This is an optimization exercise on Yosys and OpenROAD, whose aim is small area, a short achievable clock period and few clock cycles, not a production implementation.
In this exercise RTL edits were held to simulation tests only and were not proved equivalent to the original.
Power and IR drop assume default switching activity.

==> flow/design.v <==
module SD(
    clk,
    rst_n,
	in_valid,
	in,
    out_valid,
    out
    );
input            clk, rst_n, in_valid;
input [3:0]		 in;
output reg		 out_valid;
output reg [3:0] out;
parameter INPUT  = 2'd0;
parameter SOLVE  = 2'd1;
parameter BACK   = 2'd2;
parameter OUTPUT = 2'd3;
reg [1:0] current_state, next_state;
reg [3:0] cnt_input_x, cnt_input_y;
reg [3:0] cnt_blank;
reg [3:0] cnt_output;
reg [3:0] blank_x[0:8], blank_y[0:8];
reg [8:0] row_check[0:8], col_check[0:8], squ_check[0:2][0:2];
wire [8:0] check;
reg [3:0] current;
wire [8:0] cdn;
reg back_tracking;
reg [3:0] value[0:8];
integer x, y, z;
always @(posedge clk or negedge rst_n) begin
    if(!rst_n)
        current_state <= INPUT;
    else
        current_state <= next_state;
end
always @(*) begin
    case(current_state)
		INPUT:
			if(cnt_input_x==8 & cnt_input_y==8) next_state = SOLVE;
			else next_state = INPUT;
		SOLVE:
			if(value[8]) next_state = OUTPUT;
			else if(back_tracking) next_state = BACK;
			else next_state = SOLVE;
		BACK:
			next_state = SOLVE;
		OUTPUT:
			if(cnt_output==8) next_state = INPUT;
			else next_state = OUTPUT;
		default: next_state = current_state;
    endcase
end
always @(posedge clk or negedge rst_n) begin
	if(!rst_n) begin
		cnt_input_x <= 0;
	end
	else if(in_valid) begin
		if(cnt_input_x==8) begin
			cnt_input_x <= 0;
		end
		else begin
			cnt_input_x <= cnt_input_x + 1;
		end
	end
	else if(out_valid) begin
		cnt_input_x <= 0;
	end
end
always @(posedge clk or negedge rst_n) begin
	if(!rst_n) begin
		cnt_input_y <= 0;
	end
	else if(in_valid) begin
		if(cnt_input_x==8) begin
			cnt_input_y <= cnt_input_y + 1;
		end
	end
	else if(out_valid) begin
		cnt_input_y <= 0;
	end
end
always @(posedge clk or negedge rst_n) begin
	if(!rst_n) begin
		cnt_blank <= 0;
	end
	else if(in_valid & in==0) begin
		cnt_blank <= cnt_blank + 1;
	end
	else if(out_valid) begin
		cnt_blank <= 0;
	end
end
always @(posedge clk or negedge rst_n) begin
	if(!rst_n) begin
		for(x=0; x<9; x=x+1) begin
			blank_x[x] <= 0;
		end
	end
	else if(in_valid & in==0) begin
		blank_x[8] <= cnt_input_x;
		for(x=0; x<8; x=x+1) begin
			blank_x[x] <= blank_x[x+1];
		end	
	end
end
always @(posedge clk or negedge rst_n) begin
	if(!rst_n) begin
		for(y=0; y<9; y=y+1) begin
			blank_y[y] <= 0;
		end
	end
	else if(in_valid & in==0) begin
		blank_y[8] <= cnt_input_y;
		for(y=0; y<8; y=y+1) begin
			blank_y[y] <= blank_y[y+1];
		end
	end
end
always @(posedge clk or negedge rst_n) begin
	if(!rst_n) begin
		for(y=0; y<9; y=y+1) begin
			row_check[y] <= 0;
		end
	end
	else if(in_valid) begin
		case(in)
			4'd1: row_check[cnt_input_y][0] <= 1;
			4'd2: row_check[cnt_input_y][1] <= 1;
			4'd3: row_check[cnt_input_y][2] <= 1;
			4'd4: row_check[cnt_input_y][3] <= 1;
			4'd5: row_check[cnt_input_y][4] <= 1;
			4'd6: row_check[cnt_input_y][5] <= 1;
			4'd7: row_check[cnt_input_y][6] <= 1;
			4'd8: row_check[cnt_input_y][7] <= 1;
			4'd9: row_check[cnt_input_y][8] <= 1;
		endcase
	end
	else if(current_state==SOLVE) begin
		if     (cdn[0]) row_check[blank_y[current]][0] <= 1;
		else if(cdn[1]) row_check[blank_y[current]][1] <= 1;
		else if(cdn[2]) row_check[blank_y[current]][2] <= 1;
		else if(cdn[3]) row_check[blank_y[current]][3] <= 1;
		else if(cdn[4]) row_check[blank_y[current]][4] <= 1;
		else if(cdn[5]) row_check[blank_y[current]][5] <= 1;
		else if(cdn[6]) row_check[blank_y[current]][6] <= 1;
		else if(cdn[7]) row_check[blank_y[current]][7] <= 1;
		else if(cdn[8]) row_check[blank_y[current]][8] <= 1;
	end
	else if(current_state==BACK) begin
		row_check[blank_y[current]][value[current]-1] <= 0;
	end
	else if(out_valid) begin
		for(y=0; y<9; y=y+1) begin
			row_check[y] <= 0;
		end
	end
end
always @(posedge clk or negedge rst_n) begin
	if(!rst_n) begin
		for(x=0; x<9; x=x+1) begin
			col_check[x] <= 0;
		end
	end
	else if(in_valid) begin
		case(in)
			4'd1: col_check[cnt_input_x][0] <= 1;
			4'd2: col_check[cnt_input_x][1] <= 1;
			4'd3: col_check[cnt_input_x][2] <= 1;
			4'd4: col_check[cnt_input_x][3] <= 1;
			4'd5: col_check[cnt_input_x][4] <= 1;
			4'd6: col_check[cnt_input_x][5] <= 1;
			4'd7: col_check[cnt_input_x][6] <= 1;
			4'd8: col_check[cnt_input_x][7] <= 1;
			4'd9: col_check[cnt_input_x][8] <= 1;
		endcase
	end
	else if(current_state==SOLVE) begin
		if     (cdn[0]) col_check[blank_x[current]][0] <= 1;
		else if(cdn[1]) col_check[blank_x[current]][1] <= 1;
		else if(cdn[2]) col_check[blank_x[current]][2] <= 1;
		else if(cdn[3]) col_check[blank_x[current]][3] <= 1;
		else if(cdn[4]) col_check[blank_x[current]][4] <= 1;
		else if(cdn[5]) col_check[blank_x[current]][5] <= 1;
		else if(cdn[6]) col_check[blank_x[current]][6] <= 1;
		else if(cdn[7]) col_check[blank_x[current]][7] <= 1;
		else if(cdn[8]) col_check[blank_x[current]][8] <= 1;
	end
	else if(current_state==BACK) begin
		col_check[blank_x[current]][value[current]-1] <= 0;
	end
	else if(out_valid) begin
		for(x=0; x<9; x=x+1) begin
			col_check[x] <= 0;
		end
	end
end
wire [3:0] squ_x, squ_y;
assign squ_x = ( (current_state==INPUT | current>=9) ? cnt_input_x : blank_x[current] )/3;
assign squ_y = ( (current_state==INPUT | current>=9) ? cnt_input_y : blank_y[current] )/3;
always @(posedge clk or negedge rst_n) begin
	if(!rst_n) begin
		for(y=0;y<3; y=y+1) begin
			for(x=0; x<3; x=x+1) begin
				squ_check[y][x] <= 0;
			end
		end
	end
	else if(in_valid) begin
		case(in)
			4'd1: squ_check[squ_y][squ_x][0] <= 1;
			4'd2: squ_check[squ_y][squ_x][1] <= 1;
			4'd3: squ_check[squ_y][squ_x][2] <= 1;
			4'd4: squ_check[squ_y][squ_x][3] <= 1;
			4'd5: squ_check[squ_y][squ_x][4] <= 1;
			4'd6: squ_check[squ_y][squ_x][5] <= 1;
			4'd7: squ_check[squ_y][squ_x][6] <= 1;
			4'd8: squ_check[squ_y][squ_x][7] <= 1;
			4'd9: squ_check[squ_y][squ_x][8] <= 1;
		endcase
	end
	else if(current_state==SOLVE) begin
		if     (cdn[0]) squ_check[squ_y][squ_x][0] <= 1;
		else if(cdn[1]) squ_check[squ_y][squ_x][1] <= 1;
		else if(cdn[2]) squ_check[squ_y][squ_x][2] <= 1;
		else if(cdn[3]) squ_check[squ_y][squ_x][3] <= 1;
		else if(cdn[4]) squ_check[squ_y][squ_x][4] <= 1;
		else if(cdn[5]) squ_check[squ_y][squ_x][5] <= 1;
		else if(cdn[6]) squ_check[squ_y][squ_x][6] <= 1;
		else if(cdn[7]) squ_check[squ_y][squ_x][7] <= 1;
		else if(cdn[8]) squ_check[squ_y][squ_x][8] <= 1;
	end
	else if(current_state==BACK) begin
		squ_check[squ_y][squ_x][value[current]-1] <= 0;
end
	else if(out_valid) begin
		for(y=0;y<3; y=y+1) begin
			for(x=0; x<3; x=x+1) begin
				squ_check[y][x] <= 0;
			end
		end
	end
end
assign check = (current<9) ? row_check[blank_y[current]] | col_check[blank_x[current]] | squ_check[squ_y][squ_x] : 0;
always @(posedge clk or negedge rst_n) begin
	if(!rst_n) current <= 0;
	else if(current_state==SOLVE & !back_tracking) current <= current + 1;
	else if(current_state==SOLVE & current!=0) current <= current - 1;
	else if(in_valid) current <= 0;
end
assign cdn[0] = (current<9) ? (check[0]==0 & value[current]==0) : 0;
assign cdn[1] = (current<9) ? (check[1]==0 & value[current]<2)  : 0;
assign cdn[2] = (current<9) ? (check[2]==0 & value[current]<3)  : 0;
assign cdn[3] = (current<9) ? (check[3]==0 & value[current]<4)  : 0;
assign cdn[4] = (current<9) ? (check[4]==0 & value[current]<5)  : 0;
assign cdn[5] = (current<9) ? (check[5]==0 & value[current]<6)  : 0;
assign cdn[6] = (current<9) ? (check[6]==0 & value[current]<7)  : 0;
assign cdn[7] = (current<9) ? (check[7]==0 & value[current]<8)  : 0;
assign cdn[8] = (current<9) ? (check[8]==0 & value[current]<9)  : 0;
always @(posedge clk or negedge rst_n) begin
	if(!rst_n) begin
		for(z=0; z<9; z=z+1) begin
			value[z] <= 0;
		end
	end
	else if(current_state==SOLVE) begin
		if     (cdn[0])	value[current] <= 1;
		else if(cdn[1]) value[current] <= 2;
		else if(cdn[2]) value[current] <= 3;
		else if(cdn[3]) value[current] <= 4;
		else if(cdn[4]) value[current] <= 5;
		else if(cdn[5]) value[current] <= 6;
		else if(cdn[6]) value[current] <= 7;
		else if(cdn[7]) value[current] <= 8;
		else if(cdn[8]) value[current] <= 9;
		else            value[current] <= 0;
	end
	else if(in_valid) begin
		for(z=0; z<9; z=z+1) begin
			value[z] <= 0;
		end
	end
end
always @(*) begin
	if     (cdn[0]) back_tracking = 0;
	else if(cdn[1]) back_tracking = 0;
	else if(cdn[2]) back_tracking = 0;
	else if(cdn[3]) back_tracking = 0;
	else if(cdn[4]) back_tracking = 0;
	else if(cdn[5]) back_tracking = 0;
	else if(cdn[6]) back_tracking = 0;
	else if(cdn[7]) back_tracking = 0;
	else if(cdn[8]) back_tracking = 0;
	else            back_tracking = 1;
end
wire cdn_output;
assign cdn_output = (current_state==SOLVE&current==9) | current_state==OUTPUT;
always @(posedge clk or negedge rst_n) begin
	if(!rst_n) begin
		cnt_output <= 0;
	end
	else if(cdn_output) begin
		cnt_output <= cnt_output + 1;
	end
	else if(in_valid) begin
		cnt_output <= 0;
	end
end
always @(posedge clk or negedge rst_n) begin
	if(!rst_n) begin
		out_valid <= 0;
	end
	else if(cdn_output) begin
		out_valid <= 1;
	end
	else begin
		out_valid <= 0;
	end
end
always @(posedge clk or negedge rst_n) begin
	if(!rst_n) begin
		out <= 0;
	end
	else if(cdn_output) begin
		case(cnt_output)
			4'd0: out <= value[0];
			4'd1: out <= value[1];
			4'd2: out <= value[2];
			4'd3: out <= value[3];
			4'd4: out <= value[4];
			4'd5: out <= value[5];
			4'd6: out <= value[6];
			4'd7: out <= value[7];
			4'd8: out <= value[8];
		endcase
	end
	else begin
		out <= 0;
	end
end
endmodule
==> flow/run.sh <==
#!/bin/bash
# synth_recipe.tcl (not shown) runs the flow's synth.tcl, then flattens the netlist and writes it again
# the make line also repeats each setting of config.mk as NAME=value (left out here)
make -C /OpenROAD-flow-scripts/flow DESIGN_CONFIG=/design/flow/config.mk WORK_HOME=/design/flow/orfs CLKGATE_MAP_FILE= SYNTH_SCRIPT=/design/flow/synth_recipe.tcl finish
==> flow/config.mk <==
export PLATFORM = sky130hd
export DESIGN_NAME = SD
export DESIGN_NICKNAME = SD
export VERILOG_FILES = /design/flow/design.v
export SDC_FILE = /design/flow/constraint.sdc
export NUM_CORES = 4
export LEC_CHECK = 0
export CAP_MARGIN = 20
export CORE_MARGIN = 2
export CORE_UTILIZATION = 40
export SLEW_MARGIN = 20
==> flow/constraint.sdc <==
create_clock -name core_clock -period 8.5 [get_ports {clk}]
set_input_delay 1.7000 -clock core_clock [delete_from_list [all_inputs] [get_ports {clk}]]
set_output_delay 1.7000 -clock core_clock [all_outputs]
set_load 0.01 [all_outputs]
==> out/results.ini <==
[finish]
area.growth.synth_to_final_pct = 12.5
insertedDiodeCount = 0
final_layout_size_suffix_gt1_frac = 0.143
mostFrequentLayoutCells = o21ai_0 (430), dfrtp_1 (374), nand2_1 (240)
num-nets-final = 2401
layout.cells.most_common = o21ai_0
final_core_utilization = 0.453

[sta]
worst_clock_skew_ps = 21.1
layout_setup_ws_ps = 426
grt_setup_unrepaired = false
timing.final.hold_violations = 0
final-max-slew-violation-count = 0
max_freq_mhz = 124
worstMarginPinSlew_ps = 1090
final.period_utilization = 0.950
tns_ps = 0
timing.final.crit_period_ps = 8070
maxSlewHeadroom = 0.274
setup_viol_count_final = 0

[placed_design]
place_congestion = 1.02
final_hpwl_dp_um = 57500
pre_cts_ws_ps = -115
port_buffers = 11

[global_routing]
number_of_global_route_vias_before_repair = 18700
grt_antenna_before_repair = 2
global_route.usage.total = 0.286
grt_remaining_overflow = 0
grt_start_max_net_pins = 169
wire_length_of_the_first_global_routing_pass_um = 122000

[yosys]
ys_warn_count = 7
synth_area_leaders = dfrtp_1 (43%), o21ai_0 (10%), mux2_2 (4.7%)
synth_cell_type_count = 103
ffs_latches_synth = 374
synth_fp_nets = 2414
post_syn_instances = 2365
yosys.area.top_type_share = 0.432
synth.avg_cell_area_um2 = 9.15
syn-cell-area_um2 = 21600
synth-edff-count = 0
synth_sequential_area_ratio = 0.432
post_synthesis_async_set_or_reset_flop_share = 1.00
synth_top_flop_cell = dfrtp_1
synth_largest_area_cell = dfrtp_1

[floorplanning]
io_pins = 12
core-area_um2 = 53700
die_w_um = 237
starting_density_of_the_core = 0.403
die-area_um2 = 56000
rows = 85
die_y_um = 237

[worst_setup_path]
worstSetupEndpointType = flip-flop
worst_path_arrival_ps = 8530
crit_path_max_incr_delay_ps = 610
worst_path_most_repeated_cell = ha_1
cpMaxStageDelayCell = or4b_2
worst_ep_required_time_ps = 8960
crit_path_launch_type = flip-flop
critical_setup_path_kind = reg2reg
crit_path_max_fanout = 20

[routing]
vias = 19900
viasPerCell = 6.46
dr.pass1.iters = 6
drc = 0
postRouteWirelength_um = 81500
route.detailed.wl_per_inst_um = 26.5
ant_nets = 0
dr.first_iter.drc_count = 2336

[outcome]
run_status = no timing/DRC/antenna violations

[power_and_ir_drop]
power_density_nw_per_um2 = 326
power.combinational.fraction = 0.441
netSwitchingPower_mw = 3.43
cell_internal_pwr_mw = 4.51
share_seq_of_total_power = 0.315
clockPowerShare = 0.243
p_leak_nw = 10.3
netSwitchingFraction = 0.432
vdd.ir_drop.worst_v = 0.000205
post-layout-total-power_mw = 7.94

[clock_tree]
cts-htree-levels = 2
tritoncts.num_buffers = 43
clkSlewWorstSetupHoldPaths_ps = 60
hold_buffer_count_at_cts = 0
cts_tree = yes
clock_tree.root_cell = clkbuf_16
cts_max_path_buffers = 3
clkSinkCount = 374
clock_insertion_delay_worst_skew_ps = 590

[worst_hold_path]
worst_min_path_class = reg2reg

[job]
drv_cap = 0

## logic make-up (layout without fill, tap and decap cells)
family / count (synthesis) / in the layout / share of synthesized area
compound gates: 914 / 914 / 0.275
simple gates: 646 / 646 / 0.145
flops: 374 / 374 / 0.432
buf+inv: 239 / 258 / 0.0453
mux: 135 / 135 / 0.0706
fa+ha+maj: 42 / 42 / 0.0253
xor+xnor: 15 / 15 / 0.00607
## repair_timing
item,in CTS,in global routing
resized for setup,3,16
setup endpoints to repair,20,228
setup buffers,0,5
pin swaps,0,8
## metrics by stage
step / cell area, µm² / hold WS [ps] / std cells
final: 24400 / 480 / 3080
after global routing: 24400 / 505 / 3080
after CTS: 24200 / 486 / 3073
after detailed placement: 22700 / 467 / 2996
after global placement: 22700 / 457 / 2996
after floorplan: 21600 / 441 / 2365
## sequential cells by signal (all words and copies together) (netlist names)
name / flops
blank_x: 36
blank_y: 36
cnt_input_x: 4
cnt_input_y: 4
cnt_output: 4
col_check: 81
current: 4
current_state: 2
out: 4
out_valid: 1
row_check: 81
squ_check: 81
value: 36
## power by group through the flow
stage	clock (mW)	sequential, mW	combinational [mW]
6_report	1.93	2.51	3.50
5_1_grt	2.03	2.54	3.71
4_1_cts	1.95	2.49	3.34
3_5_place_dp	0	2.52	3.31
3_3_place_gp	0	2.51	3.28
2_1_floorplan	0	2.39	2.12
## metal layers
| metal | routed length, µm | part of all wire | track usage | vias to the layer above |
|---|---|---|---|---|
| met4 | 3700 | 0.045 | 0.126 | 2 |
| met2 | 35700 | 0.44 | 0.427 | 974 |
| li1 | - | - | - | 8765 |
| met1 | 34300 | 0.42 | 0.405 | 9946 |
| met5 | 12 | 0.00015 | 0 | - |
| met3 | 7760 | 0.095 | 0.0541 | 210 |
## synth_stat cells, types with 17 or more instances
| cell | count |
|---|---|
| nand2_1 | 243 |
| mux2_2 | 91 |
| nand4_1 | 17 |
| clkbuf_1 | 115 |
| o2bb2ai_1 | 24 |
| o211ai_1 | 18 |
| nor3_1 | 44 |
| nand3_1 | 82 |
| a21o_1 | 19 |
| a21oi_1 | 90 |
| buf_2 | 38 |
| o31ai_1 | 32 |
| dfrtp_1 | 374 |
| o21ai_1 | 19 |
| inv_1 | 59 |
| ha_1 | 39 |
| a31oi_1 | 35 |
| o21ai_0 | 434 |
| a22oi_1 | 30 |
| nor2_1 | 106 |
| mux2i_1 | 39 |
| nand2b_1 | 40 |
## critical path, delay by kind of cell (launching register included)
family	cells	cell delay (ps)
adder cells (fa/ha/maj)	6	1590
AO/OA/AOI/OAI	9	2300
buffers and inverters	7	1310
flip-flops	1	460
multiplexers	2	640
AND/OR/NAND/NOR	6	1610
## final timing paths
path	start	endpoint	slack, ps	depth (start not counted)
max	current[0]$_DFFE_PN0P_	col_check[7][6]$_DFFE_PN0P_	430	30
min	squ_check[3][1]$_DFFE_PN0P_	squ_check[3][1]$_DFFE_PN0P_	480	2
max reg2reg	current[0]$_DFFE_PN0P_	col_check[7][6]$_DFFE_PN0P_	430	30
min reg2reg	squ_check[3][1]$_DFFE_PN0P_	squ_check[3][1]$_DFFE_PN0P_	480	2
max in group asynchronous	rst_n	squ_check[4][1]$_DFFE_PN0P_	5940	2
min in group asynchronous	rst_n	cnt_input_y[3]$_DFFE_PN0P_	1120	1
## area by class of cell
class | instances | area (µm²)
clock inverters | 11 | 154
fillers | 5095 | 29400
inverters | 62 | 233
flip-flops and latches | 374 | 9360
multi-input cells | 1752 | 11400
repair buffers | 119 | 995
clock buffers | 66 | 1300
well taps | 696 | 871
Testbench counts, summed over its fixed seeds: cycles 31,704.

## port drivers added, routing unchanged
Ports are ideal in the flow. The routed layout listed here was re-timed in OpenROAD.
Step 1 sets driving cells, clkbuf_16 on the clock port and buf_2 on the other inputs (assumed; they add their load-dependent delay and slew).
Step 2 also shifts input and output timing later by t, the mid clock arrival at the registers, as if the neighbouring blocks saw the same clock.
a / b / c = ideal ports / drivers / drivers and shift; a / b = the first two.
t, ns: 0.637
setup slack, ns: 0.426 / 0.426 / 0.426
worst register clock-pin slew, ns: 0.06 / 0.06
worst data-port slew with drivers (ns): 0.05
After both steps setup and hold are still met in this run. For this run, drivers alone change the setup slack by 0.000 ns; drivers and shift together by 0.000 ns.
